This design comes from an exercise in tuning for small area on the open sky130 flow, not from production work. The RTL was checked by simulation tests, not by an equivalence proof against the original design. Power and IR drop assume default switching activity.

$ cat flow/flow/run.sh
#!/bin/bash
# Standard ORFS layout, except that synthesis maps the logic with an
# area-oriented ABC script (flow/abc_area.script) instead of ORFS's speed
# script. Everything before ABC (and so every register, its name and cell)
# is the standard synthesis's. Each tool's output goes to a log file here.
set -euo pipefail
W=$(pwd)
S=$FLOW_HOME/scripts
# synth.tcl with only its ABC call changed to use our script
sed 's|log_cmd abc {\*}$abc_args|log_cmd abc -script '"$W"'/flow/abc_area.script {*}[lrange $abc_args 2 end]|' \
    $S/synth.tcl > $W/own_synth_core.tcl
grep -q "flow/abc_area.script" $W/own_synth_core.tcl
# The standard flow's synthesis script, sourcing that copy
sed 's|source $::env(SCRIPTS_DIR)/synth.tcl|source '"$W"'/own_synth_core.tcl|' \
    $W/synth_recipe.tcl > $W/own_synth.tcl
grep -q "own_synth_core.tcl" $W/own_synth.tcl
bash $W/standard.sh SYNTH_SCRIPT=$W/own_synth.tcl "BUFFER_PORTS_ARGS=-buffer_cell sky130_fd_sc_hd__buf_1" SYNTH_INSBUF=0 finish > $W/orfs_flow.log 2>&1
$ cat flow/flow/abc_area.script
strash
&get -n
&st
&deepsyn -T 120
&put
dch -f
amap -F 200 -A 50 -m
topo
$ cat flow/standard.sh
#!/bin/bash
# synth_recipe.tcl (not shown) runs the flow's synth.tcl, then flattens the netlist and writes it again
# the make line also repeats each setting of config.mk as NAME=value (left out here)
make -C /OpenROAD-flow-scripts/flow DESIGN_CONFIG=/design/flow/config.mk WORK_HOME=/design/flow/orfs CLKGATE_MAP_FILE= SYNTH_SCRIPT=/design/flow/synth_recipe.tcl "${@:-finish}"
$ cat flow/config.mk
export PLATFORM = sky130hd
export DESIGN_NAME = vga_renderer
export DESIGN_NICKNAME = vga_renderer
export VERILOG_FILES = /design/flow/design.v
export SDC_FILE = /design/flow/constraint.sdc
export NUM_CORES = 4
export LEC_CHECK = 0
export CAP_MARGIN = 10
export CORE_MARGIN = 2
export CORE_UTILIZATION = 50
export CTS_BUF_LIST = sky130_fd_sc_hd__clkbuf_8
export SLEW_MARGIN = 10
$ cat flow/constraint.sdc
create_clock -name core_clock -period 20.0 [get_ports {clk}]
set_input_delay 4.0000 -clock core_clock [delete_from_list [all_inputs] [get_ports {clk}]]
set_output_delay 4.0000 -clock core_clock [all_outputs]
set_load 0.01 [all_outputs]
$ cat flow/design.v
`timescale 1ns / 1ps
module counter
(
    input  wire clk,
    input  wire reset,
    output wire hSync,
    output wire vSync,
    output reg  [9:0] hCount,
    output reg  [9:0] vCount,
    output wire fast_blink,
    output wire cursor_blink
);
    reg [14:0] blink_hi;
    wire h_end = hCount[9] & hCount[8] & (&hCount[4:0]);    
    wire v_end = vCount[9] & vCount[3] & vCount[2];         
    always @(posedge clk)
    begin
        if (reset)
        begin
            hCount <= 10'd0;
            vCount <= 10'd0;
        end
        else if (h_end)
        begin
            hCount <= 10'd0;
            vCount <= v_end ? 10'd0 : vCount + 1'b1;
        end
        else
            hCount <= hCount + 1'b1;
    end
    always @(posedge clk)
    begin
        if (reset)
            blink_hi <= 15'd0;
        else if (&hCount[4:0])
            blink_hi <= blink_hi + 1'b1;
    end
    assign hSync = (hCount < 10'd96);
    assign vSync = (vCount < 10'd2);
    assign cursor_blink = blink_hi[14];
    assign fast_blink = blink_hi[13];
endmodule
`timescale 1ns / 1ps
module display_controller
(
    input  wire [9:0]  hCount,
    input  wire [9:0]  vCount,
    input  wire        fast_blink,
    input  wire        cursor_blink,
    input  wire [1:0]  edit_row,
    input  wire [1:0]  edit_col,
    input  wire        cell_locked,
    input  wire        sw0,
    input  wire        sw1,
    input  wire [63:0] matrix_a,
    input  wire [15:0] vector_v,
    input  wire        fsm_done,
    input  wire [7:0]  iteration_count,
    input  wire [15:0] v_old,
    input  wire [15:0] v_new,
    output wire [3:0]  code
);
    wire [9:0] h = hCount;
    wire [9:0] v = vCount;
    function automatic inr;
        input [9:0] x;
        input integer a;
        input integer b;
        begin
            inr = ({22'd0, x} >= a) && ({22'd0, x} < b);
        end
    endfunction
    function automatic [4:0] font_row;
        input       tens;
        input [3:0] val;
        input [2:0] y;
        reg   [3:0] d;
        begin
            if (tens)
                d = (val >= 4'd10) ? 4'd1 : 4'd0;
            else
                d = (val >= 4'd10) ? val - 4'd10 : val;
            font_row = 5'b00000;
            case (d)
                4'd0: case (y)
                    0: font_row = 5'b01110; 1: font_row = 5'b10001; 2: font_row = 5'b10011;
                    3: font_row = 5'b10101; 4: font_row = 5'b11001; 5: font_row = 5'b10001;
                    6: font_row = 5'b01110; default: font_row = 5'b00000;
                endcase
                4'd1: case (y)
                    0: font_row = 5'b00100; 1: font_row = 5'b01100; 2: font_row = 5'b00100;
                    3: font_row = 5'b00100; 4: font_row = 5'b00100; 5: font_row = 5'b00100;
                    6: font_row = 5'b01110; default: font_row = 5'b00000;
                endcase
                4'd2: case (y)
                    0: font_row = 5'b01110; 1: font_row = 5'b10001; 2: font_row = 5'b00001;
                    3: font_row = 5'b00110; 4: font_row = 5'b01000; 5: font_row = 5'b10000;
                    6: font_row = 5'b11111; default: font_row = 5'b00000;
                endcase
                4'd3: case (y)
                    0: font_row = 5'b11110; 1: font_row = 5'b00001; 2: font_row = 5'b00001;
                    3: font_row = 5'b01110; 4: font_row = 5'b00001; 5: font_row = 5'b00001;
                    6: font_row = 5'b11110; default: font_row = 5'b00000;
                endcase
                4'd4: case (y)
                    0: font_row = 5'b00010; 1: font_row = 5'b00110; 2: font_row = 5'b01010;
                    3: font_row = 5'b10010; 4: font_row = 5'b11111; 5: font_row = 5'b00010;
                    6: font_row = 5'b00010; default: font_row = 5'b00000;
                endcase
                4'd5: case (y)
                    0: font_row = 5'b11111; 1: font_row = 5'b10000; 2: font_row = 5'b11110;
                    3: font_row = 5'b00001; 4: font_row = 5'b00001; 5: font_row = 5'b10001;
                    6: font_row = 5'b01110; default: font_row = 5'b00000;
                endcase
                4'd6: case (y)
                    0: font_row = 5'b01110; 1: font_row = 5'b10000; 2: font_row = 5'b11110;
                    3: font_row = 5'b10001; 4: font_row = 5'b10001; 5: font_row = 5'b10001;
                    6: font_row = 5'b01110; default: font_row = 5'b00000;
                endcase
                4'd7: case (y)
                    0: font_row = 5'b11111; 1: font_row = 5'b00001; 2: font_row = 5'b00010;
                    3: font_row = 5'b00100; 4: font_row = 5'b01000; 5: font_row = 5'b10000;
                    6: font_row = 5'b10000; default: font_row = 5'b00000;
                endcase
                4'd8: case (y)
                    0: font_row = 5'b01110; 1: font_row = 5'b10001; 2: font_row = 5'b10001;
                    3: font_row = 5'b01110; 4: font_row = 5'b10001; 5: font_row = 5'b10001;
                    6: font_row = 5'b01110; default: font_row = 5'b00000;
                endcase
                4'd9: case (y)
                    0: font_row = 5'b01110; 1: font_row = 5'b10001; 2: font_row = 5'b10001;
                    3: font_row = 5'b01111; 4: font_row = 5'b00001; 5: font_row = 5'b00001;
                    6: font_row = 5'b01110; default: font_row = 5'b00000;
                endcase
                default: font_row = 5'b00000;
            endcase
        end
    endfunction
    wire state_edit = ~sw0;
    wire blink_ind = inr(h, (630) + 144, (638) + 144) & inr(v, (2) + 35, (10) + 35) & fast_blink;           
    wire test_pos  = inr(h, (15) + 144, (25) + 144) & inr(v, (255) + 35, (265) + 35);                        
    wire dbg_row_y = inr(v, (430) + 35, (440) + 35);
    wire dbg_col_y = inr(v, (450) + 35, (460) + 35);
    wire [1:0] dbg_sel = dbg_row_y ? edit_row : edit_col;
    reg dbg_x;
    always @(*)
        case (dbg_sel)
            2'd0: dbg_x = inr(h, (10) + 144, (18) + 144);
            2'd1: dbg_x = inr(h, (30) + 144, (38) + 144);
            2'd2: dbg_x = inr(h, (50) + 144, (58) + 144);
            default: dbg_x = inr(h, (70) + 144, (78) + 144);
        endcase
    wire dbg = (dbg_row_y | dbg_col_y) & dbg_x;                       
    wire sw_y = inr(v, (5) + 35, (20) + 35);
    wire sw0_ind = inr(h, (10) + 144, (60) + 144) & sw_y;                                  
    wire sw1_ind = inr(h, (70) + 144, (120) + 144) & sw_y;                                 
    reg row_y;
    always @(*)
        case (edit_row)
            2'd0: row_y = inr(v, (60) + 35, (80) + 35);
            2'd1: row_y = inr(v, (90) + 35, (110) + 35);
            2'd2: row_y = inr(v, (120) + 35, (140) + 35);
            default: row_y = inr(v, (150) + 35, (170) + 35);
        endcase
    reg col_x;
    always @(*)
        case (edit_col)
            2'd0: col_x = inr(h, (200) + 144, (220) + 144);
            2'd1: col_x = inr(h, (230) + 144, (250) + 144);
            2'd2: col_x = inr(h, (260) + 144, (280) + 144);
            default: col_x = inr(h, (290) + 144, (310) + 144);
        endcase
    wire rowcol_ind = (inr(h, (3) + 144, (8) + 144) & row_y) | (inr(v, (235) + 35, (240) + 35) & col_x);    
    reg ep_y;
    always @(*)
        case (edit_row)
            2'd0: ep_y = inr(v, (240) + 35, (248) + 35);
            2'd1: ep_y = inr(v, (250) + 35, (258) + 35);
            2'd2: ep_y = inr(v, (260) + 35, (268) + 35);
            default: ep_y = inr(v, (270) + 35, (278) + 35);
        endcase
    reg ep_x;
    always @(*)
        case (edit_col)
            2'd0: ep_x = inr(h, (200) + 144, (208) + 144);
            2'd1: ep_x = inr(h, (210) + 144, (218) + 144);
            2'd2: ep_x = inr(h, (220) + 144, (228) + 144);
            default: ep_x = inr(h, (230) + 144, (238) + 144);
        endcase
    wire edit_pos = state_edit & ((inr(h, (2) + 144, (6) + 144) & ep_y) | (~sw1 & inr(v, (240) + 35, (244) + 35) & ep_x));  
    reg vec_y;
    always @(*)
        case (edit_row)
            2'd0: vec_y = inr(v, (30) + 35, (75) + 35);
            2'd1: vec_y = inr(v, (75) + 35, (120) + 35);
            2'd2: vec_y = inr(v, (120) + 35, (165) + 35);
            default: vec_y = inr(v, (165) + 35, (210) + 35);
        endcase
    reg mat_y;
    always @(*)
        case (edit_row)
            2'd0: mat_y = inr(v, (270) + 35, (312) + 35);
            2'd1: mat_y = inr(v, (312) + 35, (354) + 35);
            2'd2: mat_y = inr(v, (354) + 35, (396) + 35);
            default: mat_y = inr(v, (396) + 35, (438) + 35);
        endcase
    reg mat_x;
    always @(*)
        case (edit_col)
            2'd0: mat_x = inr(h, (20) + 144, (62) + 144);
            2'd1: mat_x = inr(h, (62) + 144, (104) + 144);
            2'd2: mat_x = inr(h, (104) + 144, (146) + 144);
            default: mat_x = inr(h, (146) + 144, (188) + 144);
        endcase
    wire vec_edge_y = inr(v, (30) + 35, (35) + 35) | inr(v, (70) + 35, (80) + 35) | inr(v, (115) + 35, (125) + 35) | inr(v, (160) + 35, (170) + 35) | inr(v, (205) + 35, (210) + 35);
    wire mat_edge_y = inr(v, (270) + 35, (275) + 35) | inr(v, (307) + 35, (317) + 35) | inr(v, (349) + 35, (359) + 35) | inr(v, (391) + 35, (401) + 35) | inr(v, (433) + 35, (438) + 35);
    wire vec_edge_x = inr(h, (20) + 144, (33) + 144) | inr(h, (107) + 144, (120) + 144);
    wire mat_edge_x = inr(h, (20) + 144, (25) + 144) | inr(h, (57) + 144, (67) + 144) | inr(h, (99) + 144, (109) + 144) | inr(h, (141) + 144, (151) + 144) | inr(h, (183) + 144, (188) + 144);
    wire upper = ~v[9] & ~v[8];    
    wire cur_fill = state_edit & ~dbg &
                    (sw1 ? (vec_y & inr(h, (20) + 144, (120) + 144)) : (mat_y & mat_x));
    wire cur_edge = vec_edge_y | mat_edge_y | (upper ? vec_edge_x : mat_edge_x);
    wire cur_green  = cur_fill & cell_locked;
    wire cur_yellow = cur_fill & ~cell_locked & cursor_blink;
    wire cur_orange = cur_fill & ~cell_locked & ~cursor_blink & cur_edge;
    wire cur_any    = cur_green | cur_yellow | cur_orange;
    wire xl0 = inr(h, (185) + 144, (230) + 144), xl1 = inr(h, (240) + 144, (285) + 144), xl2 = inr(h, (295) + 144, (340) + 144), xl3 = inr(h, (350) + 144, (390) + 144);
    wire xr0 = inr(h, (415) + 144, (460) + 144), xr1 = inr(h, (470) + 144, (515) + 144), xr2 = inr(h, (525) + 144, (570) + 144), xr3 = inr(h, (580) + 144, (620) + 144);
    wire bar_left = xl0 | xl1 | xl2 | xl3;
    wire bar_right = xr0 | xr1 | xr2 | xr3;
    wire bar_y = inr(v, (55) + 35, (205) + 35);
    wire [15:0] bar_t;
    genvar gj;
    generate
        for (gj = 0; gj < 15; gj = gj + 1) begin : g_bar_t
            assign bar_t[gj] = (v >= 90 + 10 * gj);
        end
    endgenerate
    assign bar_t[15] = 1'b0;
    wire bar_on;       
    wire bar_cyan  = bar_on & bar_left;
    wire bar_green = bar_on & bar_right;
    wire chart = inr(h, (160) + 144, (620) + 144) & inr(v, (30) + 35, (220) + 35);
    wire chart_line = chart & (inr(h, (160) + 144, (162) + 144) | inr(h, (618) + 144, (620) + 144) | inr(v, (30) + 35, (32) + 35) | inr(v, (218) + 35, (220) + 35) |
                               inr(h, (389) + 144, (391) + 144) | inr(v, (205) + 35, (207) + 35)) & ~bar_on;
    wire vec_br = inr(v, (30) + 35, (210) + 35) & ((inr(h, (20) + 144, (28) + 144) & (inr(v, (30) + 35, (34) + 35) | inr(v, (206) + 35, (210) + 35) | inr(h, (20) + 144, (23) + 144))) |
                                 (inr(h, (112) + 144, (120) + 144) & (inr(v, (30) + 35, (34) + 35) | inr(v, (206) + 35, (210) + 35) | inr(h, (117) + 144, (120) + 144))));
    wire mat_br_y = inr(v, (270) + 35, (274) + 35) | inr(v, (434) + 35, (438) + 35);
    wire mat_br = (inr(h, (10) + 144, (20) + 144) & inr(v, (270) + 35, (438) + 35) & (mat_br_y | inr(h, (10) + 144, (13) + 144))) |
                  (inr(h, (188) + 144, (190) + 144) & mat_br_y);
    wire vn_area = inr(h, (220) + 144, (540) + 144) & inr(v, (320) + 35, (390) + 35);
    wire vn_br_y = inr(v, (320) + 35, (325) + 35) | inr(v, (385) + 35, (390) + 35);
    wire vn_br = vn_area & ((inr(h, (220) + 144, (232) + 144) & (vn_br_y | inr(h, (220) + 144, (223) + 144))) |
                            (inr(h, (528) + 144, (540) + 144) & (vn_br_y | inr(h, (537) + 144, (540) + 144))));
    wire vn_border = vn_area & (inr(h, (220) + 144, (222) + 144) | inr(h, (538) + 144, (540) + 144) | inr(v, (320) + 35, (322) + 35) | inr(v, (388) + 35, (390) + 35));
    wire mat_line = inr(h, (20) + 144, (188) + 144) & inr(v, (270) + 35, (438) + 35) &
                    (inr(h, (20) + 144, (21) + 144) | inr(h, (61) + 144, (63) + 144) | inr(h, (103) + 144, (105) + 144) | inr(h, (145) + 144, (147) + 144) | inr(h, (187) + 144, (188) + 144) |
                     inr(v, (270) + 35, (271) + 35) | inr(v, (311) + 35, (313) + 35) | inr(v, (353) + 35, (355) + 35) | inr(v, (395) + 35, (397) + 35) | inr(v, (437) + 35, (438) + 35));
    reg        row_vec, row_mat, row_vn;
    reg [1:0]  row_idx;
    reg [3:0]  offy;
    always @(*)
    begin
        row_vec = 1'b0; row_mat = 1'b0; row_vn = 1'b0; row_idx = 2'd0; offy = 4'd0;
        if (inr(v, (40) + 35, (54) + 35))        begin row_vec = 1'b1; row_idx = 2'd0; offy = 4'd11; end
        else if (inr(v, (85) + 35, (99) + 35))   begin row_vec = 1'b1; row_idx = 2'd1; offy = 4'd8;  end
        else if (inr(v, (130) + 35, (144) + 35)) begin row_vec = 1'b1; row_idx = 2'd2; offy = 4'd5;  end
        else if (inr(v, (175) + 35, (189) + 35)) begin row_vec = 1'b1; row_idx = 2'd3; offy = 4'd2;  end
        else if (inr(v, (280) + 35, (287) + 35)) begin row_mat = 1'b1; row_idx = 2'd0; offy = 4'd3;  end
        else if (inr(v, (322) + 35, (329) + 35)) begin row_mat = 1'b1; row_idx = 2'd1; offy = 4'd5;  end
        else if (inr(v, (364) + 35, (371) + 35)) begin row_mat = 1'b1; row_idx = 2'd2; offy = 4'd7;  end
        else if (inr(v, (406) + 35, (413) + 35)) begin row_mat = 1'b1; row_idx = 2'd3; offy = 4'd1;  end
        else if (inr(v, (338) + 35, (352) + 35)) begin row_vn  = 1'b1; row_idx = 2'd0; offy = 4'd5;  end
    end
    reg        col_on, col_tens;
    reg [1:0]  col_idx;
    reg [3:0]  offx;
    always @(*)
    begin
        col_on = 1'b0; col_tens = 1'b0; col_idx = 2'd0; offx = 4'd0;
        if (row_vec)
        begin
            if (inr(h, (38) + 144, (48) + 144))      begin col_on = 1'b1; col_tens = 1'b1; offx = 4'd6; end
            else if (inr(h, (51) + 144, (61) + 144)) begin col_on = 1'b1; col_tens = 1'b0; offx = 4'd3; end
        end
        else if (row_mat)
        begin
            if (inr(h, (24) + 144, (29) + 144))        begin col_on = 1'b1; col_tens = 1'b1; col_idx = 2'd0; offx = 4'd0; end
            else if (inr(h, (30) + 144, (35) + 144))   begin col_on = 1'b1; col_tens = 1'b0; col_idx = 2'd0; offx = 4'd6; end
            else if (inr(h, (66) + 144, (71) + 144))   begin col_on = 1'b1; col_tens = 1'b1; col_idx = 2'd1; offx = 4'd2; end
            else if (inr(h, (72) + 144, (77) + 144))   begin col_on = 1'b1; col_tens = 1'b0; col_idx = 2'd1; offx = 4'd0; end
            else if (inr(h, (108) + 144, (113) + 144)) begin col_on = 1'b1; col_tens = 1'b1; col_idx = 2'd2; offx = 4'd4; end
            else if (inr(h, (114) + 144, (119) + 144)) begin col_on = 1'b1; col_tens = 1'b0; col_idx = 2'd2; offx = 4'd2; end
            else if (inr(h, (150) + 144, (155) + 144)) begin col_on = 1'b1; col_tens = 1'b1; col_idx = 2'd3; offx = 4'd6; end
            else if (inr(h, (156) + 144, (161) + 144)) begin col_on = 1'b1; col_tens = 1'b0; col_idx = 2'd3; offx = 4'd4; end
        end
        else if (row_vn)
        begin
            if (inr(h, (253) + 144, (263) + 144))      begin col_on = 1'b1; col_tens = 1'b1; col_idx = 2'd0; offx = 4'd13; end
            else if (inr(h, (266) + 144, (276) + 144)) begin col_on = 1'b1; col_tens = 1'b0; col_idx = 2'd0; offx = 4'd10; end
            else if (inr(h, (328) + 144, (338) + 144)) begin col_on = 1'b1; col_tens = 1'b1; col_idx = 2'd1; offx = 4'd8;  end
            else if (inr(h, (341) + 144, (351) + 144)) begin col_on = 1'b1; col_tens = 1'b0; col_idx = 2'd1; offx = 4'd5;  end
            else if (inr(h, (403) + 144, (413) + 144)) begin col_on = 1'b1; col_tens = 1'b1; col_idx = 2'd2; offx = 4'd3;  end
            else if (inr(h, (416) + 144, (426) + 144)) begin col_on = 1'b1; col_tens = 1'b0; col_idx = 2'd2; offx = 4'd0;  end
            else if (inr(h, (478) + 144, (488) + 144)) begin col_on = 1'b1; col_tens = 1'b1; col_idx = 2'd3; offx = 4'd14; end
            else if (inr(h, (491) + 144, (501) + 144)) begin col_on = 1'b1; col_tens = 1'b0; col_idx = 2'd3; offx = 4'd11; end
        end
    end
    wire [3:0] dx = h[3:0] - offx;
    wire [3:0] dy = v[3:0] - offy;
    wire       scale2 = ~row_mat;
    wire [2:0] gx = scale2 ? dx[3:1] : dx[2:0];
    wire [2:0] gy = scale2 ? dy[3:1] : dy[2:0];
    wire hleft  = (h < 150 + 144);      
    wire hright = (h >= 400 + 144);     
    wire sel_v  = row_vec & hleft;
    wire sel_o  = bar_y & ~hleft & ~hright;
    wire sel_n  = row_vn | (bar_y & ~hleft & hright);
    wire [3:0] sel_a = {4{row_mat}} & (4'b0001 << row_idx);
    wire [15:0] cand = ({16{sel_a[0]}} & matrix_a[15:0])  | ({16{sel_a[1]}} & matrix_a[31:16]) |
                       ({16{sel_a[2]}} & matrix_a[47:32]) | ({16{sel_a[3]}} & matrix_a[63:48]) |
                       ({16{sel_v}} & vector_v) | ({16{sel_o}} & v_old) | ({16{sel_n}} & v_new);
    reg [1:0] vsel;
    always @(*)
    begin
        if (row_mat | row_vn)
            vsel = col_idx;
        else if (hleft)
            vsel = row_idx;
        else
            vsel = {xl2 | xl3 | xr2 | xr3, xl1 | xl3 | xr1 | xr3};
    end
    wire [3:0] dval = cand[4*vsel +: 4];
    assign bar_on = bar_t[~dval] & bar_y & (bar_left | bar_right);
    wire [4:0] frow = font_row(col_tens, dval, gy);
    wire       fbit = frow[3'd4 - gx];
    wire       digit_on = col_on & fbit;
    wire vec_dig = digit_on & row_vec & ~cur_any;        
    wire mat_dig = digit_on & row_mat & ~cur_any;        
    wire vn_dig  = digit_on & row_vn;                    
    wire [3:0] it_tens = iteration_count / 8'd10;
    wire [3:0] it_ones = iteration_count % 8'd10;
    wire       it_t = inr(h, (565) + 144, (590) + 144);
    wire       it_o = inr(h, (595) + 144, (620) + 144);
    wire [3:0] it_digit = it_t ? it_tens : it_ones;
    reg  [6:0] seg;
    always @(*)
        case (it_digit)
            4'd0: seg = 7'b1111110;
            4'd1: seg = 7'b0110000;
            4'd2: seg = 7'b1101101;
            4'd3: seg = 7'b1111001;
            4'd4: seg = 7'b0110011;
            4'd5: seg = 7'b1011011;
            4'd6: seg = 7'b1011111;
            4'd7: seg = 7'b1110000;
            4'd8: seg = 7'b1111111;
            4'd9: seg = 7'b1111011;
            default: seg = 7'b0000000;
        endcase
    wire sL = inr(h, (565) + 144, (568) + 144) | inr(h, (595) + 144, (598) + 144);
    wire sM = inr(h, (568) + 144, (585) + 144) | inr(h, (598) + 144, (615) + 144);
    wire sR = inr(h, (585) + 144, (590) + 144) | inr(h, (615) + 144, (620) + 144);
    wire iter_dig =
        (seg[6] & sM & inr(v, (345) + 35, (348) + 35)) |
        (seg[5] & sR & inr(v, (346) + 35, (355) + 35)) |
        (seg[4] & sR & inr(v, (357) + 35, (366) + 35)) |
        (seg[3] & sM & inr(v, (364) + 35, (367) + 35)) |
        (seg[2] & sL & inr(v, (357) + 35, (366) + 35)) |
        (seg[1] & sL & inr(v, (346) + 35, (355) + 35)) |
        (seg[0] & sM & inr(v, (354) + 35, (358) + 35));                           
    wire lab_y = inr(v, (12) + 35, (25) + 35);
    wire labels = (lab_y & (inr(h, (55) + 144, (85) + 144) | inr(h, (230) + 144, (310) + 144) | inr(h, (460) + 144, (540) + 144))) |
                  (inr(h, (90) + 144, (120) + 144) & inr(v, (232) + 35, (245) + 35)) | (inr(h, (320) + 144, (420) + 144) & inr(v, (302) + 35, (315) + 35)) |
                  (inr(h, (560) + 144, (610) + 144) & inr(v, (322) + 35, (335) + 35));
    wire label_gray = labels & ~sw0_ind & ~sw1_ind;
    wire mode = inr(h, (550) + 144, (630) + 144) & inr(v, (5) + 35, (22) + 35);
    wire c_red     = blink_ind | (sw0_ind & ~sw0) | (mode & ~state_edit & ~fsm_done);
    wire c_blue    = test_pos;
    wire c_cyan    = (dbg & dbg_row_y) | (sw1_ind & sw1) | bar_cyan | vec_dig;
    wire c_magenta = (dbg & ~dbg_row_y) | (sw1_ind & ~sw1) | iter_dig;
    wire c_green   = (sw0_ind & sw0) | cur_green | bar_green | vn_dig | (mode & ~state_edit & fsm_done);
    wire c_yellow  = rowcol_ind | cur_yellow;
    wire c_orange  = cur_orange | edit_pos | (mode & state_edit);
    wire c_white   = (vec_br & ~cur_any) | (mat_br & ~dbg) | vn_br | mat_dig;
    wire c_gray    = chart_line | (mat_line & ~cur_any & ~dbg) | (vn_border & ~vn_br) | label_gray;
    assign code[3] = c_red | c_magenta | c_white | c_yellow | c_orange;    
    assign code[2] = c_green | c_cyan | c_white | c_yellow;                
    assign code[1] = c_cyan | c_magenta | c_white | c_blue;                
    assign code[0] = c_gray | c_blue | c_orange;                           
endmodule
`timescale 1ns / 1ps
module vga_renderer (
    input  wire        clk,
    input  wire        reset,
    input  wire [1:0]  edit_row,
    input  wire [1:0]  edit_col,
    input  wire        cell_locked,
    input  wire        sw0,
    input  wire        sw1,
    input  wire [63:0] matrix_a,
    input  wire [15:0] vector_v,
    input  wire        fsm_done,
    input  wire [7:0]  iteration_count,
    input  wire [15:0] v_old,
    input  wire [15:0] v_new,
    output wire        vga_hsync,
    output wire        vga_vsync,
    output wire [3:0]  vga_red,
    output wire [3:0]  vga_green,
    output wire [3:0]  vga_blue
);
    wire [9:0] hCount, vCount;
    wire fast_blink, cursor_blink;
    wire [3:0] code_next;
    reg  [3:0] code;
    counter vga_counter (
        .clk(clk),
        .reset(reset),
        .hSync(vga_hsync),
        .vSync(vga_vsync),
        .hCount(hCount),
        .vCount(vCount),
        .fast_blink(fast_blink),
        .cursor_blink(cursor_blink)
    );
    display_controller renderer (
        .hCount(hCount),
        .vCount(vCount),
        .fast_blink(fast_blink),
        .cursor_blink(cursor_blink),
        .edit_row(edit_row),
        .edit_col(edit_col),
        .cell_locked(cell_locked),
        .sw0(sw0),
        .sw1(sw1),
        .matrix_a(matrix_a),
        .vector_v(vector_v),
        .fsm_done(fsm_done),
        .iteration_count(iteration_count),
        .v_old(v_old),
        .v_new(v_new),
        .code(code_next)
    );
    always @(posedge clk)
        code <= code_next;
    wire rf = code[3], gf = code[2], bf = code[1], x = code[0];
    wire gray = x & ~rf & ~bf;
    wire r_low = rf | (x & bf);
    wire g_low = gf | (x & bf);
    assign vga_red   = {rf, rf | gray, r_low, r_low};
    assign vga_green = {gf | (x & rf), gf | gray, g_low, g_low};
    assign vga_blue  = {bf, bf | gray, bf, bf};
endmodule
==> impl_metrics.json, run 1 <==
{
  "cp_num_buf_inv": 5,
  "postCtsHoldBufs": 0,
  "hp-start": "vga_counter.blink_hi[4]",
  "slew_violations": 0,
  "io_pins": 144,
  "synth_edf_count": 0,
  "period_needed_ns": 8.86,
  "required_ns": 20.20,
  "hold_viol_final": 0,
  "maxCapViolCount": 0,
  "synth_nets": 1219,
  "path_class": "input port to register",
  "dr.pass1.iters": 12,
  "routed-via-count": 10100,
  "crit_start": "iteration_count[6]",
  "r2r-end": "code[1]",
  "n_fill_cell": 1232,
  "status": "complete, no violations",
  "layout_worst_path_cycle_share_pct": 44.3,
  "die_w_um": 117,
  "reg2reg_from": "vga_counter.vCount[6]",
  "antennaDiodeCount": 0,
  "grt_pass1_vias": 9029,
  "grt_max_degree": 24,
  "placedCellCount": 1393,
  "hold_slack_ns": 0.471,
  "htree_levels": 2,
  "setup_tns_ns": 0,
  "cpPeakStageDelay_ns": 0.46,
  "port_buffers": 143,
  "setup_violations": 0,
  "syn_inst": 1066,
  "post_cts_resized": 0,
  "cp-end-kind": "register",
  "vias_per_cell": 7.19,
  "worst_ir_drop_vdd_mv": 0.0505,
  "ys_seq_area_share_pct": 12.3,
  "fin_nets": 1381,
  "synth_seq_cells": 39,
  "tritoncts_num_sinks": 39,
  "num_rows": 41,
  "grtUsageTotal_pct": 47.1,
  "synthArstFlopShare_pct": 0,
  "critical_path_arrival_ns": 9.06,
  "clock_path_buffers": 2,
  "synth_area_per_cell_um2": 5.95,
  "slowest_stage": "a31oi_1",
  "holdPathEnd": "vga_counter.blink_hi[4]",
  "tightest_slew_ns": 1.06,
  "fmax_mhz": 113,
  "syn_to_final_growth_pct": 15.4,
  "path_max_fanout": 5,
  "dominantRegCellSynth": "dfxtp_1",
  "place_congestion": 1.15,
  "start_util_pct": 50.7,
  "drtIter0Drc": 1923,
  "die_area_mm2": 0.0136,
  "drive_gt1_share_pct": 1.95,
  "place_ws_ns": 11.05,
  "grt_pass1_wl_mm": 48.7,
  "drc_errors": 0,
  "ys_warn_count": 3,
  "power.density_mw_per_mm2": 27.4,
  "path_clk_slew_ns": 0.10,
  "routed_wl_mm": 32.8,
  "worstSkewPairLatency_ns": 0.32,
  "antenna_found_initial": 0,
  "post_cts_buffers": 0,
  "core_area_mm2": 0.0125,
  "p_total_w": 0.000201,
  "p_leak_nw": 2.32,
  "reg2reg_slack_ns": 11.33,
  "final_cells": 1401,
  "crit_top_cell": "nor2_1",
  "antenna_left": 0,
  "holdPathStages": 1,
  "cts-root-buf": "clkbuf_8",
  "cts_tree": "done",
  "gr-total-overflow": 0,
  "dp_hpwl_mm": 25.9,
  "layout_setup_ws_ns": 11.14,
  "critical_path.top_delay_family": "compound AO/OA/AOI/OAI gates",
  "skew_ns": 0.0290,
  "hold_class": "register to register",
  "cts_buffers": 5,
  "wl_per_cell_um": 23.4,
  "synth_area_mm2": 0.00634,
  "ys_types": 54,
  "relSlewSlack_pct": 29.2,
  "fp.dieH_um": 117,
  "critical_path.startpoint_type": "input port",
  "rr_worst_depth": 35,
  "rsz0062_at_grt": "false"
}
-- worst register-to-register path: cells and delay by family, from the launching register on --
kind,cells,cell delay (ns)
AO/OA/AOI/OAI,11,3.05
buffers and inverters,10,2.50
AND/OR/NAND/NOR,14,2.72
flip-flops,1,0.31
-- sequential cells by signal, summed over array words and instances, names as in the netlist --
register	cells
code	4
vga_counter.blink_hi	15
vga_counter.hCount	10
vga_counter.vCount	10
-- through the flow --
stage          utilization [%]  cell area, um2
2_1_floorplan                -            6340
3_3_place_gp              57.6            7210
3_5_place_dp              57.6            7210
4_1_cts                   58.5            7320
5_1_grt                   58.5            7320
6_report                  58.5            7320
-- area by class of cell --
cell class              instances  area [um2]  area share, %
repair buffers                155         627           8.57
multi-input cells             860        4960           67.7
well taps                     172         215           2.94
clock inverters                 3        43.8          0.598
clock buffers                   5        68.8          0.940
inverters                     167         627           8.57
flip-flops and latches         39         781           10.7
-- routing by layer --
layer | global-route usage (%) | vias up | share of wire [%]
met5 | 0 | - | 0
met4 | 30.7 | 0 | 8.9
met3 | 19.8 | 285 | 16
met2 | 70.9 | 1010 | 40
met1 | 54.9 | 4427 | 35
li1 | - | 4355 | -
-- layout by cell type (no fill, tap or decap), types with 23 or more instances in the layout --
cell,n
a21oi_1,60
a222oi_1,23
a31oi_1,33
buf_1,143
clkinv_1,167
dfxtp_1,39
nand2_1,82
nand3_1,32
nor2_1,202
nor3_1,49
o21ai_0,117
-- synthesized netlist by cell type, drive strengths merged, types with 3 or more instances --
library cell,instances,area (um2)
o311a,5,50.1
nor3,51,255
a22o,3,26.3
clkinv,167,627
o32a,4,40.0
o311ai,3,26.3
nor4,19,119
nand2,82,308
o32ai,8,70.1
ha,21,263
o21a,12,90.1
dfxtp,39,781
or4,5,37.5
o41ai,4,35.0
a21o,3,22.5
a311oi,3,26.3
a211oi,13,97.6
a221o,3,30.0
o22ai,19,119
o21ai,118,591
o2111a,3,33.8
o211ai,11,82.6
or3,6,37.5
a31o,6,52.6
nor2,202,758
nand4,9,56.3
a31oi,33,206
a32oi,6,52.6
a222oi,23,230
a2111oi,6,52.6
a21oi,60,300
and3,13,81.3
a221oi,15,131
o22a,4,35.0
a22oi,18,135
nand3,32,160
o221ai,7,61.3
o2111ai,4,35.0
o31ai,4,30.0
or2,5,31.3
-- kinds of logic (layout without fill, tap and decap cells) --
group           after synthesis  count (layout)  share of synthesized area [%]
flops                        39              39                           12.3
compound gates              404             404                           42.8
buf+inv                     167             330                           9.88
simple gates                432             432                           30.1
fa+ha+maj                    23              23                           4.77
xor+xnor                      1               1                          0.138
-- power by group --
part	internal, W	switching, W
sequential	0.0000783	0.00000130
clock	0.0000373	0.0000346
combinational	0.0000171	0.0000322
-- worst max-delay path by stage --
| stage | end | slack (ns) | cells after the start |
|---|---|---|---|
| 6_report | code[1] | 11.14 | 29 |
| 2_1_floorplan | code[1] | 11.90 | 25 |
| 3_3_place_gp | code[1] | 11.42 | 25 |
| 5_1_grt | code[1] | 10.66 | 29 |
| 3_5_place_dp | code[1] | 11.05 | 29 |
| 4_1_cts | code[1] | 11.36 | 29 |
==> inputs of run 2 (changes only) <==
--- a/flow/flow/run.sh
+++ b/flow/flow/run.sh
@@ -14,4 +14,4 @@
 sed 's|source $::env(SCRIPTS_DIR)/synth.tcl|source '"$W"'/own_synth_core.tcl|' \
     $W/synth_recipe.tcl > $W/own_synth.tcl
 grep -q "own_synth_core.tcl" $W/own_synth.tcl
-bash $W/standard.sh SYNTH_SCRIPT=$W/own_synth.tcl "BUFFER_PORTS_ARGS=-buffer_cell sky130_fd_sc_hd__buf_1" SYNTH_INSBUF=0 finish > $W/orfs_flow.log 2>&1
+bash $W/standard.sh SYNTH_SCRIPT=$W/own_synth.tcl "BUFFER_PORTS_ARGS=-buffer_cell sky130_fd_sc_hd__buf_1" SYNTH_INSBUF=0 "CTS_ARGS=-sink_clustering_enable -repair_clock_nets -buf_list sky130_fd_sc_hd__clkbuf_8 -dont_use_dummy_load" finish > $W/orfs_flow.log 2>&1
--- a/flow/config.mk
+++ b/flow/config.mk
@@ -9,4 +9,5 @@
 export CORE_MARGIN = 2
 export CORE_UTILIZATION = 50
 export CTS_BUF_LIST = sky130_fd_sc_hd__clkbuf_8
+export GPL_TIMING_DRIVEN = 0
 export SLEW_MARGIN = 10
==> impl_metrics.json, run 2 <==
{
  "status": "complete, no violations",
  "dr.pass1.iters": 12,
  "cts-root-buf": "clkbuf_8",
  "cpPeakStageDelay_ns": 0.85,
  "synth_area_per_cell_um2": 5.95,
  "tightest_slew_ns": 1.34,
  "relSlewSlack_pct": 9.70,
  "vias_per_cell": 7.13,
  "dp_hpwl_mm": 26.1,
  "holdPathEnd": "vga_counter.blink_hi[3]",
  "wl_per_cell_um": 23.9,
  "routed_wl_mm": 33.4,
  "layout_common_cells": "nor2_1 (202), clkinv_1 (167), buf_1 (143), o21ai_0 (117), nand2_1 (82)",
  "path_clk_slew_ns": 0.09,
  "p_leak_nw": 2.27,
  "num_rows": 41,
  "postCtsHoldBufs": 0,
  "reg2reg_slack_ns": 9.78,
  "synthArstFlopShare_pct": 0,
  "hold_viol_final": 0,
  "setup_violations": 0,
  "synth_top_area_share_pct": 12.3,
  "ys_types": 54,
  "fmax_mhz": 97.9,
  "syn_inst": 1066,
  "path_max_fanout": 16,
  "required_ns": 20.24,
  "top_usage_layer": "met2",
  "critical_path.top_delay_family": "simple AND/OR/NAND/NOR gates",
  "drc_errors": 0,
  "fp.dieH_um": 117,
  "antenna_left": 0,
  "crit_top_cell": "clkinv_1",
  "synth_most_common_cell": "nor2_1",
  "syn_to_final_growth_pct": 14.4,
  "drive_gt1_share_pct": 1.31,
  "cp_num_buf_inv": 8,
  "layout_worst_path_cycle_share_pct": 51.1,
  "place_congestion": 1.14,
  "grt_pass1_vias": 8881,
  "holdPathStages": 1,
  "antenna_found_initial": 2,
  "r2r-end": "code[2]",
  "core_area_mm2": 0.0125,
  "synth_nets": 1219,
  "critical_path.startpoint_type": "register",
  "regMostFlops": "vga_counter.blink_hi",
  "post_cts_resized": 0,
  "fin_nets": 1375,
  "use_met3_pct": 19.1,
  "tritoncts_num_sinks": 39,
  "slew_violations": 0,
  "path_class": "register to register",
  "port_buffers": 143,
  "reg2reg_from": "vga_counter.vCount[6]",
  "die_w_um": 117,
  "synth_top_area_cell": "dfxtp_1",
  "skew_ns": 0.0181,
  "grtUsageTotal_pct": 47.1,
  "gr-total-overflow": 0,
  "post_cts_buffers": 0,
  "period_needed_ns": 10.22,
  "largest_reg_flops": 15,
  "grt_use_met1_pct": 55.4,
  "synthTopCellsByArea": "dfxtp_1 (12%), nor2_1 (12%), clkinv_1 (9.9%)",
  "setup_tns_ns": 0,
  "cts_buffers": 5,
  "critical_path_arrival_ns": 10.45,
  "drtIter0Drc": 1973,
  "io_pins": 144,
  "final_common_cell": "nor2_1",
  "synth_edf_count": 0,
  "die_area_mm2": 0.0136,
  "utilization_pct": 58.0,
  "worst_ir_drop_vdd_mv": 0.0338,
  "clock_path_buffers": 2,
  "maxCapViolCount": 0,
  "grt_pass1_wl_mm": 48.7,
  "cts_tree": "done",
  "rsz0062_at_grt": "false",
  "grt_max_degree": 24,
  "routed-via-count": 9960,
  "synth_seq_cells": 39,
  "cp-end-kind": "register",
  "dominantRegCellSynth": "dfxtp_1",
  "synth_common_cells": "nor2_1 (202), clkinv_1 (167), o21ai_0 (118), nand2_1 (82), a21oi_1 (60)",
  "use_met2_pct": 71.4,
  "htree_levels": 2,
  "slowest_stage": "dfxtp_1",
  "synth_area_mm2": 0.00634,
  "top_regs": "vga_counter.blink_hi x15, vga_counter.hCount x10, vga_counter.vCount x10",
  "worstSkewPairLatency_ns": 0.32,
  "ys_warn_count": 3,
  "power.density_mw_per_mm2": 25.1,
  "ys_seq_area_share_pct": 12.3,
  "start_util_pct": 50.7,
  "hp-start": "vga_counter.blink_hi[3]",
  "hold_slack_ns": 0.479,
  "rr_worst_depth": 35,
  "hold_class": "register to register"
}
run 2: metrics by stage:
step / area [um2] / worst slack (ns) / std cells / power, W
detailed placement: 7160 / 9.93 / 1386 / 0.000127
finish: 7260 / 9.78 / 1397 / 0.000182
floorplan: 6340 / 11.90 / 1066 / 0.000107
global placement: 7100 / 9.55 / 1381 / 0.000126
global route: 7250 / 9.30 / 1394 / 0.000187
CTS: 7230 / 9.90 / 1391 / 0.000178
run 2: cells by family (layout without fill, tap and decap cells):
family	after synthesis	in the layout	synth area share (%)
XOR/XNOR	1	1	0.138
flip-flops	39	39	12.3
AO/OA/AOI/OAI	404	404	42.8
AND/OR/NAND/NOR	432	432	30.1
buffers and inverters	167	321	9.88
other	0	5	0
adder cells (fa/ha/maj)	23	23	4.77
run 2: final cells by class:
class                      count  area (um2)
antenna                        5        12.5
clock buffer                   5        68.8
fill                        1259        5260
inverter                     167         627
multi-input combinational    860        4970
sequential                    39         781
tap                          172         215
timing repair buffer         149         583
run 2: power by group:
part | leakage (nW) | internal, W | switching (W)
Clock | 0.0360 | 0.0000226 | 0.0000320
Sequential | 0.315 | 0.0000783 | 0.00000136
Combinational | 1.92 | 0.0000170 | 0.0000307
run 2: routing by layer:
metal / up-vias / share of wire, % / wire length, um
met5: - / 0.14 / 46
met4: 2 / 8.1 / 2720
met3: 236 / 16 / 5340
met2: 969 / 41 / 13600
met1: 4404 / 35 / 11700
li1: 4349 / - / -
run 2: worst max-delay path by stage:
stage	start	end	slack, ns	cells after the start
finish	vga_counter.vCount[6]	code[2]	9.78	35
global route	vga_counter.vCount[6]	code[1]	9.30	32
detailed placement	vga_counter.vCount[6]	code[1]	9.93	35
floorplan	iteration_count[6]	code[1]	11.90	25
CTS	vga_counter.vCount[6]	code[1]	9.90	35
global placement	vga_counter.vCount[6]	code[2]	9.55	35
==> inputs of run 3 (changes only) <==
--- a/flow/flow/run.sh
+++ b/flow/flow/run.sh
@@ -1,8 +1,13 @@
 #!/bin/bash
-# Standard ORFS layout, except that synthesis maps the logic with an
-# area-oriented ABC script (flow/abc_area.script) instead of ORFS's speed
-# script. Everything before ABC (and so every register, its name and cell)
-# is the standard synthesis's. Each tool's output goes to a log file here.
+# Standard ORFS layout with these changes, all aimed at cell area:
+#  - synthesis maps the logic with an area-oriented ABC script
+#    (flow/abc_area.script) instead of ORFS's speed script; everything before
+#    ABC (so every register, its name and cell) is the standard synthesis's;
+#  - no pass-through buffers in synthesis (SYNTH_INSBUF=0): the ports get
+#    their buffers from buffer_ports, as in the standard flow, here buf_1;
+#  - clock tree of clkbuf_8 without dummy loads.
+# make's output (every tool's) goes to orfs_flow.log here; ORFS also keeps
+# each step's log under orfs/logs.
 set -euo pipefail
 W=$(pwd)
 S=$FLOW_HOME/scripts
==> impl_metrics.json, run 3 <==
{
  "syn_inst": 1066,
  "htree_levels": 2,
  "slowest_stage": "dfxtp_1",
  "dpl-instance-area_mm2": 0.00716,
  "drive_gt1_share_pct": 1.31,
  "synth_common_cells": "nor2_1 (202), clkinv_1 (167), o21ai_0 (118), nand2_1 (82), a21oi_1 (60)",
  "rsz0062_at_grt": "false",
  "largest_reg_flops": 15,
  "power.density_mw_per_mm2": 25.1,
  "syn_to_final_growth_pct": 14.4,
  "stdcell_area_mm2": 0.00726,
  "relSlewSlack_pct": 9.70,
  "cp-end-kind": "register",
  "setup_tns_ns": 0,
  "synth_area_per_cell_um2": 5.95,
  "port_buffers": 143,
  "ys_types": 54,
  "ys_warn_count": 3,
  "tritoncts_num_sinks": 39,
  "layout_common_cells": "nor2_1 (202), clkinv_1 (167), buf_1 (143), o21ai_0 (117), nand2_1 (82)",
  "post_cts_buffers": 0,
  "switchingPower_w": 0.0000641,
  "dp_hpwl_mm": 26.1,
  "skew_ns": 0.0181,
  "vias_per_cell": 7.13,
  "synth_top_area_share_pct": 12.3,
  "grt_pass1_wl_mm": 48.7,
  "routed-via-count": 9960,
  "n_fill_cell": 1259,
  "worst_ir_drop_vdd_mv": 0.0338,
  "drtIter0Drc": 1973,
  "die_area_mm2": 0.0136,
  "dominantRegCellSynth": "dfxtp_1",
  "power_frac_seq_pct": 43.8,
  "hold_slack_ns": 0.479,
  "status": "complete, no violations",
  "critical_path_arrival_ns": 10.45,
  "cts_buffers": 5,
  "fmax_mhz": 97.9,
  "setup_violations": 0,
  "netSwitchingFraction_pct": 35.2,
  "regMostFlops": "vga_counter.blink_hi",
  "tightest_slew_ns": 1.34,
  "antenna_left": 0,
  "gr-total-overflow": 0,
  "grt_max_degree": 24,
  "hold_viol_final": 0,
  "path_max_fanout": 16,
  "top_regs": "vga_counter.blink_hi x15, vga_counter.hCount x10, vga_counter.vCount x10",
  "wl_per_cell_um": 23.9,
  "synthTopCellsByArea": "dfxtp_1 (12%), nor2_1 (12%), clkinv_1 (9.9%)",
  "intPower_w": 0.000118,
  "synth_area_mm2": 0.00634,
  "fin_nets": 1375,
  "critical_path.top_delay_family": "simple AND/OR/NAND/NOR gates",
  "routed_wl_mm": 33.4,
  "post_cts_resized": 0,
  "final_common_cell": "nor2_1",
  "path_class": "register to register",
  "hold_class": "register to register",
  "place_congestion": 1.14,
  "cts-root-buf": "clkbuf_8",
  "drc_errors": 0,
  "layout_setup_ws_ns": 9.78,
  "ys_seq_area_share_pct": 12.3,
  "antenna_found_initial": 2,
  "cpPeakStageDelay_ns": 0.85,
  "fp.dieH_um": 117,
  "worstSkewPairLatency_ns": 0.32,
  "crit_top_cell": "clkinv_1",
  "required_ns": 20.24,
  "synth_seq_cells": 39,
  "start_util_pct": 50.7,
  "io_pins": 144,
  "clkPwrFrac_pct": 30.0,
  "num_rows": 41,
  "core_area_mm2": 0.0125,
  "layout_worst_path_cycle_share_pct": 51.1,
  "pwr-share-comb_pct": 26.2,
  "synth_nets": 1219,
  "cp_num_buf_inv": 8,
  "die_w_um": 117,
  "critical_path.startpoint_type": "register",
  "synth_top_area_cell": "dfxtp_1",
  "dr.pass1.iters": 12,
  "synthArstFlopShare_pct": 0,
  "grtUsageTotal_pct": 47.1,
  "postCtsHoldBufs": 0,
  "synth_most_common_cell": "nor2_1",
  "grt_pass1_vias": 8881,
  "p_leak_nw": 2.27,
  "clock_path_buffers": 2,
  "path_clk_slew_ns": 0.09,
  "synth_edf_count": 0,
  "slew_violations": 0,
  "period_needed_ns": 10.22,
  "place_ws_ns": 9.93,
  "cts_tree": "done",
  "maxCapViolCount": 0
}
## run 3: worst paths after layout
| kind | from | endpoint | slack [ns] | depth (start not counted) |
|---|---|---|---|---|
| worst max-delay path | vga_counter.vCount[6] | code[2] | 9.78 | 35 |
| worst min-delay path | vga_counter.blink_hi[3] | vga_counter.blink_hi[3] | 0.48 | 1 |
| worst max register to register | vga_counter.vCount[6] | code[2] | 9.78 | 35 |
| worst min register to register | vga_counter.blink_hi[3] | vga_counter.blink_hi[3] | 0.48 | 1 |
## run 3: kinds of logic after synthesis
kind of cell    Yosys count  share of synthesized area [%]
fa+ha+maj                23                           4.77
simple gates            432                           30.1
compound gates          404                           42.8
buf+inv                 167                           9.88
xor+xnor                  1                          0.138
flops                    39                           12.3
## run 3: worst register-to-register path, delay by kind of cell (launching register included)
| family | cells | cell delay [ns] |
|---|---|---|
| AND/OR/NAND/NOR | 12 | 3.45 |
| flip-flops | 1 | 0.85 |
| buffers and inverters | 8 | 2.42 |
| AO/OA/AOI/OAI | 15 | 3.42 |
## run 3: final cells by class
type                            count  area (um2)  area share, %
Sequential cell                    39         781           10.8
Inverter                          167         627           8.64
Timing Repair Buffer              149         583           8.03
Antenna cell                        5        12.5          0.172
Multi-Input combinational cell    860        4970           68.5
Tap cell                          172         215           2.97
Clock buffer                        5        68.8          0.948
## run 3: power groups by stage
| stage | Clock, W | Combinational [W] | Sequential, W |
|---|---|---|---|
| floorplan | 0 | 0.0000260 | 0.0000809 |
| global placement | 0 | 0.0000445 | 0.0000814 |
| detailed placement | 0 | 0.0000453 | 0.0000814 |
| CTS | 0.0000532 | 0.0000456 | 0.0000796 |
| global route | 0.0000556 | 0.0000519 | 0.0000797 |
| finish | 0.0000546 | 0.0000477 | 0.0000796 |
## run 3: through the flow
stage | power (W) | util, % | cells
3_5_place_dp | 0.000127 | 57.2 | 1386
3_3_place_gp | 0.000126 | 56.7 | 1381
6_report | 0.000182 | 58.0 | 1397
2_1_floorplan | 0.000107 | - | 1066
5_1_grt | 0.000187 | 57.9 | 1394
4_1_cts | 0.000178 | 57.8 | 1391
## run 3: routing by layer
metal | part of all wire [%] | global-route usage [%] | vias to the layer above
met2 | 41 | 71.4 | 969
met5 | 0.14 | 0.741 | -
met1 | 35 | 55.4 | 4404
li1 | - | - | 4349
met3 | 16 | 19.1 | 236
met4 | 8.1 | 29.4 | 2
==> inputs of run 4 (changes only) <==
==> flow/flow/abc_area.script (replaced) <==
strash
&get -n
&st
&deepsyn -T 200
&put
dch -f
amap -F 200 -A 50 -m
strash
dch -f
amap -F 200 -A 50 -m
topo
==> impl_metrics.json, run 4 <==
{
  "status": "complete, no violations",
  "synth_edf_count": 0,
  "core_area_mm2": 0.0121,
  "dpl-instance-area_mm2": 0.00705,
  "power.density_mw_per_mm2": 25.7,
  "synth_seq_cells": 39,
  "synth_area_per_cell_um2": 5.98,
  "dp_hpwl_mm": 24.9,
  "drive_gt1_share_pct": 1.09,
  "tritoncts_num_sinks": 39,
  "post_cts_buffers": 0,
  "tightest_slew_ns": 1.22,
  "postCtsHoldBufs": 0,
  "synth_nets": 1199,
  "synth_compound_area_share_pct": 43.4,
  "largest_reg_flops": 15,
  "hold_viol_final": 0,
  "slowest_stage": "nor2_1",
  "yosys.area_share.simple_pct": 29.1,
  "grt_pass1_wl_mm": 49.2,
  "ys_types": 52,
  "layout_common_cells": "nor2_1 (189), clkinv_1 (170), buf_1 (143), o21ai_0 (112), a21oi_1 (70)",
  "critical_path.startpoint_type": "register",
  "synth_area_mm2": 0.00625,
  "dominantRegCellSynth": "dfxtp_1",
  "num_rows": 40,
  "fmax_mhz": 96.3,
  "drtIter0Drc": 1848,
  "fin_nets": 1353,
  "critical_path_arrival_ns": 10.55,
  "synth_common_cells": "nor2_1 (189), clkinv_1 (170), o21ai_0 (113), a21oi_1 (70), nand2_1 (62)",
  "skew_ns": 0.0284,
  "fp.dieH_um": 116,
  "gr-total-overflow": 0,
  "vias_per_cell": 7.15,
  "cts_tree": "done",
  "grt_pass1_vias": 8806,
  "place_congestion": 1.13,
  "synth_most_common_cell": "nor2_1",
  "htree_levels": 2,
  "path_clk_slew_ns": 0.09,
  "regMostFlops": "vga_counter.blink_hi",
  "hold_class": "register to register",
  "synth_top_area_share_pct": 12.5,
  "synth-adder-area-share_pct": 4.84,
  "routed-via-count": 9773,
  "synth_top_family_by_area": "compound AO/OA/AOI/OAI gates",
  "setup_tns_ns": 0,
  "antenna_left": 0,
  "cpPeakStageDelay_ns": 0.79,
  "stdcell_area_mm2": 0.00713,
  "io_pins": 144,
  "synthArstFlopShare_pct": 0,
  "setup_violations": 0,
  "relSlewSlack_pct": 18.2,
  "die_area_mm2": 0.0134,
  "path_class": "register to register",
  "routed_wl_mm": 32.3,
  "rsz0062_at_grt": "false",
  "slew_violations": 0,
  "maxCapViolCount": 0,
  "ys_warn_count": 3,
  "worst_ir_drop_vdd_mv": 0.0482,
  "grt_max_degree": 21,
  "antenna_found_initial": 2,
  "wl_per_cell_um": 23.6,
  "muxShareOfSynthArea_pct": 0,
  "grtUsageTotal_pct": 48.3,
  "final_common_cell": "nor2_1",
  "dr.pass1.iters": 13,
  "cp-end-kind": "register",
  "start_util_pct": 51.6,
  "worstSkewPairLatency_ns": 0.34,
  "synthTopCellsByArea": "dfxtp_1 (12%), nor2_1 (11%), clkinv_1 (10%)",
  "p_leak_nw": 2.14,
  "yosys.area_share.xor_xnor_pct": 0,
  "port_buffers": 143,
  "die_w_um": 116,
  "period_needed_ns": 10.38,
  "p_total_w": 0.000183,
  "top_regs": "vga_counter.blink_hi x15, vga_counter.hCount x10, vga_counter.vCount x10",
  "clock_path_buffers": 2,
  "synth_top_area_cell": "dfxtp_1",
  "syn_to_final_growth_pct": 14.0,
  "layout_worst_path_cycle_share_pct": 51.9,
  "cts_buffers": 5,
  "required_ns": 20.17,
  "path_max_fanout": 14,
  "drc_errors": 0,
  "ys_seq_area_share_pct": 12.5,
  "post_cts_resized": 0,
  "cts-root-buf": "clkbuf_8",
  "syn_inst": 1046
}
-- run 4: through the flow --
stage                     hold WS, ns  utilization, %  std cells  setup slack [ns]
after floorplan                 0.431               -       1046             12.26
after global placement          0.445            57.8       1357              8.80
after detailed placement        0.457            58.2       1361             10.46
after CTS                       0.465            58.8       1366             10.42
after global routing            0.495            58.8       1366              9.41
final                           0.465            58.9       1367              9.62
-- run 4: critical path, delay by kind of cell, from the launching register on --
family | cells | cell delay (ns)
buf+inv | 9 | 2.74
compound gates | 10 | 2.93
flops | 1 | 0.73
simple gates | 13 | 3.80
-- run 4: cell families (layout without fill, tap and decap cells) --
| family | Yosys count | after routing |
|---|---|---|
| simple gates | 405 | 405 |
| flops | 39 | 39 |
| buf+inv | 170 | 322 |
| compound gates | 409 | 409 |
| fa+ha+maj | 23 | 23 |
| other cells | 0 | 1 |
-- run 4: layout make-up --
type | instances | area, um2
Multi-Input combinational cell | 837 | 4860
Clock buffer | 5 | 68.8
Tap cell | 168 | 210
Sequential cell | 39 | 781
Timing Repair Buffer | 147 | 568
Inverter | 170 | 638
Fill cell | 1267 | 4980
Antenna cell | 1 | 2.50
-- run 4: metal layers --
layer | wire [um] | part of all wire [%] | up-vias | GRT usage, %
li1 | - | - | 4284 | -
met1 | 11100 | 34 | 4240 | 55.9
met2 | 13100 | 41 | 958 | 70.6
met3 | 5150 | 16 | 287 | 23.1
met4 | 2870 | 8.9 | 4 | 31.8
met5 | 34 | 0.11 | - | 2.22
-- run 4: power by group --
group	internal (W)	switching [W]	leakage (nW)	total, W
registers	0.0000781	0.00000117	0.315	0.0000793
logic	0.0000173	0.0000314	1.78	0.0000488
clock network	0.0000226	0.0000322	0.0360	0.0000548
-- run 4: path summary, 6_finish.rpt --
| check | from | end | slack, ns | cells past startpoint |
|---|---|---|---|---|
| min | vga_counter.blink_hi[7] | vga_counter.blink_hi[7] | 0.46 | 1 |
| max | vga_counter.vCount[4] | code[1] | 9.62 | 32 |
| max reg2reg | vga_counter.vCount[4] | code[1] | 9.62 | 32 |
| min reg2reg | vga_counter.blink_hi[7] | vga_counter.blink_hi[7] | 0.46 | 1 |

[re-timing with driven ports]
How much do the figures lean on ideal ports? The routed layouts below were timed once more, with nothing changed but the port constraints. Step 1: set_driving_cell puts a clkbuf_16 on clk and a buf_2 on each other input, an assumption about the parent block. Step 2, shift: input delay + t, output delay - t, t = (earliest + latest rising clock arrival at the registers) / 2. This alone moves slack from input paths to output paths. Three values: ideal, step 1, step 2; two values: the first two.
| run | shift t [ns] | setup slack, ns | hold WS [ns] | clock arrival spread, ns | worst register clock-pin slew, ns |
|---|---|---|---|---|---|
| run 1 | 0.346 | 11.144 / 11.158 / 10.812 | 0.471 / 0.471 / 0.471 | 0.029 / 0.029 | 0.11 / 0.11 |
| run 2 | 0.345 | 9.784 / 9.784 / 9.784 | 0.479 / 0.479 / 0.479 | 0.018 / 0.018 | 0.09 / 0.09 |
| run 3 | 0.345 | 9.784 / 9.784 / 9.784 | 0.479 / 0.479 / 0.479 | 0.018 / 0.018 | 0.09 / 0.09 |
| run 4 | 0.363 | 9.618 / 9.618 / 9.618 | 0.465 / 0.465 / 0.465 | 0.028 / 0.028 | 0.09 / 0.09 |
After both steps every run listed still meets setup and hold. The setup slack of run 1, which loses most, moves by +0.014 ns with the drivers and by -0.332 ns with both steps.
